This design comes from an exercise in tuning for small area and a short achievable clock period on the open sky130 flow, not from production work.
RTL that was checked went through simulation tests only; none was proved equivalent to the original.

==> cedar: inputs <==
==> flow/design.v (excerpt) <==
module LSTM(clk, Of, En, Ci, Cip, In, Ui, Uf, Uk, Uo, Wi, Wk, Wf, Wo, Vo, Bi, Bo, Bf, Bk, PrevH, Cout, Hout);
export LEC_CHECK = 0
export CAP_MARGIN = 20
export CORE_MARGIN = 2
export CORE_UTILIZATION = 40
export CTS_BUF_LIST = sky130_fd_sc_hd__clkbuf_8
export SLEW_MARGIN = 20
export SYNTH_HIERARCHICAL = 1
create_clock -name core_clock -period 45.0 [get_ports {clk}]
standard.sh (not shown) runs the stock make flow with config.mk's settings and CLKGATE_MAP_FILE= SYNTH_SCRIPT=/design/flow/synth_recipe.tcl, a recipe that flattens the netlist after the stock synthesis.
==> flow/flow/run.sh <==
#!/bin/bash
set -euo pipefail
export BUFFER_PORTS_ARGS="-buffer_cell sky130_fd_sc_hd__buf_1"
bash standard.sh > standard_flow.log 2>&1
==> garnet (differences from cedar) <==
--- a/flow/design.v
+++ b/flow/design.v
@@ -195,15 +195,18 @@
   FA fa117(.a(c111), .b(s115), .ci(c112), .s(s117), .co(c117));
   wire s118, c118;
   FA fa118(.a(s116), .b(c113), .ci(s117), .s(s118), .co(c118));
   wire s119 = pp64 ^ pp71 ^ pp77;
   wire s120 = pp82 ^ c115 ^ s119;
   wire s121 = c116 ^ s120 ^ c117;
-  wire c122 = pp26 | pp33;
-  wire c123 = s83 | c122;
-  wire c124 = s85 | c123;
+  wire c122;
+  OR2 or122(.a(pp26), .b(pp33), .y(c122));
+  wire c123;
+  OR2 or123(.a(s83), .b(c122), .y(c123));
+  wire c124;
+  OR2 or124(.a(s85), .b(c123), .y(c124));
   wire s125;
   XN2 xn125(.a(s88), .b(c124), .y(s125));
   wire c125;
   OR2 or125(.a(s88), .b(c124), .y(c125));
   wire s126;
   XN2 xn126(.a(s92), .b(c125), .y(s126));
@@ -358,15 +361,18 @@
   FA fa226(.a(c220), .b(s224), .ci(c221), .s(s226), .co(c226));
   wire s227, c227;
   FA fa227(.a(s225), .b(c222), .ci(s226), .s(s227), .co(c227));
   wire s228 = pp173 ^ pp180 ^ pp186;
   wire s229 = pp191 ^ c224 ^ s228;
   wire s230 = c225 ^ s229 ^ c226;
-  wire c231 = pp135 | pp142;
-  wire c232 = s192 | c231;
-  wire c233 = s194 | c232;
+  wire c231;
+  OR2 or231(.a(pp135), .b(pp142), .y(c231));
+  wire c232;
+  OR2 or232(.a(s192), .b(c231), .y(c232));
+  wire c233;
+  OR2 or233(.a(s194), .b(c232), .y(c233));
   wire s234;
   XN2 xn234(.a(s197), .b(c233), .y(s234));
   wire c234;
   OR2 or234(.a(s197), .b(c233), .y(c234));
   wire s235;
   XN2 xn235(.a(s201), .b(c234), .y(s235));
@@ -521,15 +527,18 @@
   FA fa335(.a(c329), .b(s333), .ci(c330), .s(s335), .co(c335));
   wire s336, c336;
   FA fa336(.a(s334), .b(c331), .ci(s335), .s(s336), .co(c336));
   wire s337 = pp282 ^ pp289 ^ pp295;
   wire s338 = pp300 ^ c333 ^ s337;
   wire s339 = c334 ^ s338 ^ c335;
-  wire c340 = pp244 | pp251;
-  wire c341 = s301 | c340;
-  wire c342 = s303 | c341;
+  wire c340;
+  OR2 or340(.a(pp244), .b(pp251), .y(c340));
+  wire c341;
+  OR2 or341(.a(s301), .b(c340), .y(c341));
+  wire c342;
+  OR2 or342(.a(s303), .b(c341), .y(c342));
   wire s343;
   XN2 xn343(.a(s306), .b(c342), .y(s343));
   wire c343;
   OR2 or343(.a(s306), .b(c342), .y(c343));
   wire s344;
   XN2 xn344(.a(s310), .b(c343), .y(s344));
@@ -684,15 +693,18 @@
   FA fa444(.a(c438), .b(s442), .ci(c439), .s(s444), .co(c444));
   wire s445, c445;
   FA fa445(.a(s443), .b(c440), .ci(s444), .s(s445), .co(c445));
   wire s446 = pp391 ^ pp398 ^ pp404;
   wire s447 = pp409 ^ c442 ^ s446;
   wire s448 = c443 ^ s447 ^ c444;
-  wire c449 = pp353 | pp360;
-  wire c450 = s410 | c449;
-  wire c451 = s412 | c450;
+  wire c449;
+  OR2 or449(.a(pp353), .b(pp360), .y(c449));
+  wire c450;
+  OR2 or450(.a(s410), .b(c449), .y(c450));
+  wire c451;
+  OR2 or451(.a(s412), .b(c450), .y(c451));
   wire s452;
   XN2 xn452(.a(s415), .b(c451), .y(s452));
   wire c452;
   OR2 or452(.a(s415), .b(c451), .y(c452));
   wire s453;
   XN2 xn453(.a(s419), .b(c452), .y(s453));
@@ -847,15 +859,18 @@
   FA fa553(.a(c547), .b(s551), .ci(c548), .s(s553), .co(c553));
   wire s554, c554;
   FA fa554(.a(s552), .b(c549), .ci(s553), .s(s554), .co(c554));
   wire s555 = pp500 ^ pp507 ^ pp513;
   wire s556 = pp518 ^ c551 ^ s555;
   wire s557 = c552 ^ s556 ^ c553;
-  wire c558 = pp462 | pp469;
-  wire c559 = s519 | c558;
-  wire c560 = s521 | c559;
+  wire c558;
+  OR2 or558(.a(pp462), .b(pp469), .y(c558));
+  wire c559;
+  OR2 or559(.a(s519), .b(c558), .y(c559));
+  wire c560;
+  OR2 or560(.a(s521), .b(c559), .y(c560));
   wire s561;
   XN2 xn561(.a(s524), .b(c560), .y(s561));
   wire c561;
   OR2 or561(.a(s524), .b(c560), .y(c561));
   wire s562;
   XN2 xn562(.a(s528), .b(c561), .y(s562));
@@ -1010,15 +1025,18 @@
   FA fa662(.a(c656), .b(s660), .ci(c657), .s(s662), .co(c662));
   wire s663, c663;
   FA fa663(.a(s661), .b(c658), .ci(s662), .s(s663), .co(c663));
   wire s664 = pp609 ^ pp616 ^ pp622;
   wire s665 = pp627 ^ c660 ^ s664;
   wire s666 = c661 ^ s665 ^ c662;
-  wire c667 = pp571 | pp578;
-  wire c668 = s628 | c667;
-  wire c669 = s630 | c668;
+  wire c667;
+  OR2 or667(.a(pp571), .b(pp578), .y(c667));
+  wire c668;
+  OR2 or668(.a(s628), .b(c667), .y(c668));
+  wire c669;
+  OR2 or669(.a(s630), .b(c668), .y(c669));
   wire s670;
   XN2 xn670(.a(s633), .b(c669), .y(s670));
   wire c670;
   OR2 or670(.a(s633), .b(c669), .y(c670));
   wire s671;
   XN2 xn671(.a(s637), .b(c670), .y(s671));
@@ -1173,15 +1191,18 @@
   FA fa771(.a(c765), .b(s769), .ci(c766), .s(s771), .co(c771));
   wire s772, c772;
   FA fa772(.a(s770), .b(c767), .ci(s771), .s(s772), .co(c772));
   wire s773 = pp718 ^ pp725 ^ pp731;
   wire s774 = pp736 ^ c769 ^ s773;
   wire s775 = c770 ^ s774 ^ c771;
-  wire c776 = pp680 | pp687;
-  wire c777 = s737 | c776;
-  wire c778 = s739 | c777;
+  wire c776;
+  OR2 or776(.a(pp680), .b(pp687), .y(c776));
+  wire c777;
+  OR2 or777(.a(s737), .b(c776), .y(c777));
+  wire c778;
+  OR2 or778(.a(s739), .b(c777), .y(c778));
   wire s779;
   XN2 xn779(.a(s742), .b(c778), .y(s779));
   wire c779;
   OR2 or779(.a(s742), .b(c778), .y(c779));
   wire s780;
   XN2 xn780(.a(s746), .b(c779), .y(s780));
@@ -1336,15 +1357,18 @@
   FA fa880(.a(c874), .b(s878), .ci(c875), .s(s880), .co(c880));
   wire s881, c881;
   FA fa881(.a(s879), .b(c876), .ci(s880), .s(s881), .co(c881));
   wire s882 = pp827 ^ pp834 ^ pp840;
   wire s883 = pp845 ^ c878 ^ s882;
   wire s884 = c879 ^ s883 ^ c880;
-  wire c885 = pp789 | pp796;
-  wire c886 = s846 | c885;
-  wire c887 = s848 | c886;
+  wire c885;
+  OR2 or885(.a(pp789), .b(pp796), .y(c885));
+  wire c886;
+  OR2 or886(.a(s846), .b(c885), .y(c886));
+  wire c887;
+  OR2 or887(.a(s848), .b(c886), .y(c887));
   wire s888;
   XN2 xn888(.a(s851), .b(c887), .y(s888));
   wire c888;
   OR2 or888(.a(s851), .b(c887), .y(c888));
   wire s889;
   XN2 xn889(.a(s855), .b(c888), .y(s889));
@@ -1445,13 +1469,14 @@
   wire c928;
   OR2 or928(.a(s918), .b(c927), .y(c928));
   wire s929;
   XN2 xn929(.a(s919), .b(c928), .y(s929));
   wire c929;
   OR2 or929(.a(s919), .b(c928), .y(c929));
-  wire s930 = ~(s920 ^ c929);
+  wire s930;
+  XN2 xn930(.a(s920), .b(c929), .y(s930));
   wire s931;
   XN2 xn931(.a(s452), .b(s561), .y(s931));
   wire c931;
   OR2 or931(.a(s452), .b(s561), .y(c931));
   wire s932, c932;
   FA fa932(.a(s453), .b(s562), .ci(c931), .s(s932), .co(c932));
@@ -1519,13 +1544,14 @@
   wire c962;
   OR2 or962(.a(s944), .b(c961), .y(c962));
   wire s963;
   XN2 xn963(.a(s945), .b(c962), .y(s963));
   wire c963;
   OR2 or963(.a(s945), .b(c962), .y(c963));
-  wire s964 = ~(s946 ^ c963);
+  wire s964;
+  XN2 xn964(.a(s946), .b(c963), .y(s964));
   wire s965, c965;
   HA ha965(.a(s905), .b(s957), .s(s965), .co(c965));
   wire s966, c966;
   FA fa966(.a(s906), .b(s958), .ci(c965), .s(s966), .co(c966));
   wire s967, c967;
   FA fa967(.a(s907), .b(s959), .ci(c966), .s(s967), .co(c967));
@@ -1768,13 +1794,14 @@
   wire c1100;
   OR2 or1100(.a(s1048), .b(c1099), .y(c1100));
   wire s1101;
   XN2 xn1101(.a(s1049), .b(c1100), .y(s1101));
   wire c1101;
   OR2 or1101(.a(s1049), .b(c1100), .y(c1101));
-  wire s1102 = ~(s1050 ^ c1101);
+  wire s1102;
+  XN2 xn1102(.a(s1050), .b(c1101), .y(s1102));
   wire [7:0] h_d = {s1102, s1101, s1100, s1099, s1098, s1097, s1096, s1095};
   always @(posedge clk) begin
     u_r  <= En ? u_d  : 9'd0;
     ft_r <= En ? ft_d : 8'd0;
     h_r  <= En ? h_d  : 8'd0;
   end
CTS_CLUSTER_DIAMETER = 200   (was default)
CTS_CLUSTER_SIZE = 30   (was default)
==> qor summary <==
quantity	garnet	cedar
Result of the run	finished clean	finished clean
Sequential element share of the synthesized area	3.67%	3.69%
Die span in x	189 um	188 um
HPWL after DPL	26400 um	27300 um
Met1 Use GR	25.9%	26.2%
Start point of the critical path	In[1]	Wo[2]
Count of different cell masters after synthesis	46	54
Footprint of the multi-input gates	12600 um2	12500 um2
Non-Clock Buffer Count	147	146
Setup slack of the most critical reg-to-reg path	36970 ps	37020 ps
Fillers	3302	3260
Gp weighted congestion	0.818	0.862
Fmax	38.6 MHz	38.6 MHz
Wire length after detailed routing	30800 um	31900 um
Area added between synthesis and finish	6.47%	6.42%
Setup WS pre-CTS	19000 ps	19060 ps
Metal-1 WL	13600 um	14000 um
Iteration-0 DRC count of the detailed router	441	590
No functional check of the RTL was part of cedar.

==> inputs of harbor <==
LSTM with an RTL version that a note above also has.
==> flow/config.mk <==
export PLATFORM = sky130hd
export DESIGN_NAME = LSTM
export DESIGN_NICKNAME = LSTM
export VERILOG_FILES = /design/flow/design.v
export SDC_FILE = /design/flow/constraint.sdc
export NUM_CORES = 4
export LEC_CHECK = 0
export CAP_MARGIN = 20
export CORE_MARGIN = 2
export CORE_UTILIZATION = 40
export SLEW_MARGIN = 20
export SYNTH_HIERARCHICAL = 1
==> flow/constraint.sdc <==
create_clock -name core_clock -period 45.0 [get_ports {clk}]
set_input_delay 9.0000 -clock core_clock [delete_from_list [all_inputs] [get_ports {clk}]]
set_output_delay 9.0000 -clock core_clock [all_outputs]
set_load 0.01 [all_outputs]
==> flow/flow/run.sh <==
#!/bin/bash
set -euo pipefail
export BUFFER_PORTS_ARGS="-buffer_cell sky130_fd_sc_hd__buf_2"
export SETUP_SLACK_MARGIN=22
bash standard.sh > standard_flow.log 2>&1
==> yarrow (differences from harbor) <==
==> flow/flow/run.sh (replaced) <==
#!/bin/bash
set -euo pipefail
export BUFFER_PORTS_ARGS="-buffer_cell sky130_fd_sc_hd__buf_1"
bash standard.sh > standard_flow.log 2>&1
- CORE_UTILIZATION: 40 -> 70
- CTS_BUF_LIST: default -> sky130_fd_sc_hd__clkbuf_8
==> nickel (differences from harbor) <==
==> flow/flow/run.sh (replaced) <==
#!/bin/bash
set -euo pipefail
export BUFFER_PORTS_ARGS="-buffer_cell sky130_fd_sc_hd__buf_2"
export SETUP_SLACK_MARGIN=20
bash standard.sh > standard_flow.log 2>&1
==> results.txt <==
- Of yarrow and harbor, yarrow has the higher hold slack (gap 0.069 ns).
- Routed wire length, lowest first: yarrow, nickel, harbor.
- Global-route usage: yarrow > harbor > nickel.
- Setup slack: nickel is worse than harbor (0.085 ns).
- Flip-flop and latch count is the same in nickel and yarrow.
- Against harbor, the clock skew of yarrow is higher by 0.0072 ns.

==> run D <==
LSTM, a different RTL version from the one above (not shown whole).
Settings: LEC_CHECK=0, CAP_MARGIN=20, CORE_MARGIN=2, CORE_UTILIZATION=40, CTS_BUF_LIST=sky130_fd_sc_hd__clkbuf_8, PLACE_DENSITY=0.85, SLEW_MARGIN=20, SYNTH_HIERARCHICAL=1; clock period 45.0 ns.
==> flow/flow/run.sh <==
#!/bin/bash
set -euo pipefail
export BUFFER_PORTS_ARGS="-buffer_cell sky130_fd_sc_hd__buf_1"
bash standard.sh > standard_flow.log 2>&1
==> run C: changes against run D <==
--- a/flow/config.mk
+++ b/flow/config.mk
@@ -10,5 +10,4 @@
 export CORE_UTILIZATION = 40
 export CTS_BUF_LIST = sky130_fd_sc_hd__clkbuf_8
-export PLACE_DENSITY = 0.85
 export SLEW_MARGIN = 20
 export SYNTH_HIERARCHICAL = 1
==> impl_results.html <==
<table>
<tr><th>Metric</th><th>Value</th></tr>
<tr><th colspan="2">Detailed routing</th></tr>
<tr><td>Final wirelength</td><td>30,600 um</td></tr>
<tr><td>WL met2</td><td>15,600 um</td></tr>
<tr><th colspan="2">STA</th></tr>
<tr><td>Min cycle time layout</td><td>25.78 ns</td></tr>
<tr><td>Worst-case clock skew</td><td>0.0115 ns</td></tr>
<tr><td>Final worst-path setup slack</td><td>19.22 ns</td></tr>
<tr><th colspan="2">Clocking</th></tr>
<tr><td>Worst-skew pair later-pin latency</td><td>0.28 ns</td></tr>
<tr><th colspan="2">Run status</th></tr>
<tr><td>Run status</td><td>finished clean</td></tr>
<tr><th colspan="2">Global routing</th></tr>
<tr><td>Global-route total usage across every layer</td><td>0.186</td></tr>
<tr><td>Global-route met3 utilization</td><td>0.0226</td></tr>
<tr><th colspan="2">Final layout</th></tr>
<tr><td>Filler cells</td><td>3,268</td></tr>
<tr><th colspan="2">Setup path</th></tr>
<tr><td>Crit path from</td><td>Uo[3]</td></tr>
</table>
The numbers above come from run C.

==> impl_results.html <==
<table>
<tr><th>Metric</th><th>Value</th></tr>
<tr><th colspan="2">Run status</th></tr>
<tr><td>Run status</td><td>finished clean</td></tr>
<tr><th colspan="2">Final layout</th></tr>
<tr><td>Filler cells</td><td>3,140</td></tr>
<tr><th colspan="2">Detailed routing</th></tr>
<tr><td>Final wirelength</td><td>32,500 um</td></tr>
<tr><td>WL met2</td><td>16,400 um</td></tr>
<tr><th colspan="2">Clocking</th></tr>
<tr><td>Worst-skew pair later-pin latency</td><td>0.27 ns</td></tr>
<tr><th colspan="2">Global routing</th></tr>
<tr><td>Global-route met3 utilization</td><td>0.0367</td></tr>
</table>
The numbers above come from run D.


==> indigo: inputs <==
RTL: one of the versions met above, not the one the previous note started from.
==> flow/config.mk <==
export PLATFORM = sky130hd
export DESIGN_NAME = LSTM
export DESIGN_NICKNAME = LSTM
export VERILOG_FILES = /design/flow/design.v
export SDC_FILE = /design/flow/constraint.sdc
export NUM_CORES = 4
export LEC_CHECK = 0
export CAP_MARGIN = 20
export CORE_MARGIN = 2
export CORE_UTILIZATION = 40
export CTS_BUF_LIST = sky130_fd_sc_hd__clkbuf_8
export SLEW_MARGIN = 20
export SYNTH_HIERARCHICAL = 1
==> flow/constraint.sdc <==
create_clock -name core_clock -period 45.0 [get_ports {clk}]
set_input_delay 9.0000 -clock core_clock [delete_from_list [all_inputs] [get_ports {clk}]]
set_output_delay 9.0000 -clock core_clock [all_outputs]
set_load 0.01 [all_outputs]
==> flow/flow/run.sh <==
#!/bin/bash
set -euo pipefail
export BUFFER_PORTS_ARGS="-buffer_cell sky130_fd_sc_hd__buf_1"
export SETUP_SLACK_MARGIN=20
export TNS_END_PERCENT=0
bash standard.sh > standard_flow.log 2>&1
==> inputs of tundra, as changes to indigo <==
==> flow/flow/run.sh (replaced) <==
#!/bin/bash
set -euo pipefail
export BUFFER_PORTS_ARGS="-buffer_cell sky130_fd_sc_hd__buf_1"
export RECOVER_POWER=100
bash standard.sh > standard_flow.log 2>&1
==> comparison <==
indigo passed the timing, design-rule and antenna checks. tundra ran to the end with violations: capacitance limit, slew limit. Register-to-register slack: tundra is better than indigo (0.03 ns). Against tundra, the clock skew of indigo is lower by 0.0012 ns. Between indigo and tundra, the lower maximum frequency is in tundra (gap 6.5%, measured against tundra). Between tundra and indigo, the lower worst setup slack is in tundra (gap 1.7 ns). In flip-flop and latch count, tundra and indigo do not differ. Die area is the same in indigo and tundra. In tundra the global-route usage is lower than in indigo, by 1.4 points.

separate check: timing with driven ports:
How much do the figures lean on ideal ports? The routed layouts below were timed once more, with nothing changed but the port constraints.
Step 1: set_driving_cell puts a clkbuf_16 on clk and a buf_2 on each other input, an assumption about the parent block.
Step 2 also shifts input and output timing later by t, the mid clock arrival at the registers, as if the neighbouring blocks saw the same clock.
Three values: ideal ports, drivers, drivers and shift; two values: the first two.
run | t, ns | setup slack, ns | clock arrival spread, ns | worst data-port slew with drivers (ns)
cedar | 0.297 | 19.062 / 19.035 / 19.035 | 0.003 / 0.002 | 0.10
garnet | 0.298 | 19.071 / 19.044 / 19.044 | 0.006 / 0.006 | 0.10
harbor | 0.296 | 19.791 / 19.674 / 19.674 | 0.002 / 0.003 | 0.13
yarrow | 0.289 | 18.796 / 18.770 / 18.770 | 0.009 / 0.009 | 0.07
nickel | 0.287 | 19.706 / 19.648 / 19.648 | 0.003 / 0.003 | 0.13
run D | 0.303 | 19.126 / 19.104 / 19.104 | 0.005 / 0.004 | 0.12
run C | 0.302 | 19.219 / 19.195 / 19.195 | 0.011 / 0.011 | 0.09
indigo | 0.298 | 19.649 / 19.625 / 19.625 | 0.004 / 0.004 | 0.09
tundra | 0.298 | 17.989 / 17.967 / 17.967 | 0.005 / 0.005 | 0.10
The setup slack of harbor, which loses most, moves by -0.117 ns with the drivers and by -0.117 ns with both steps.
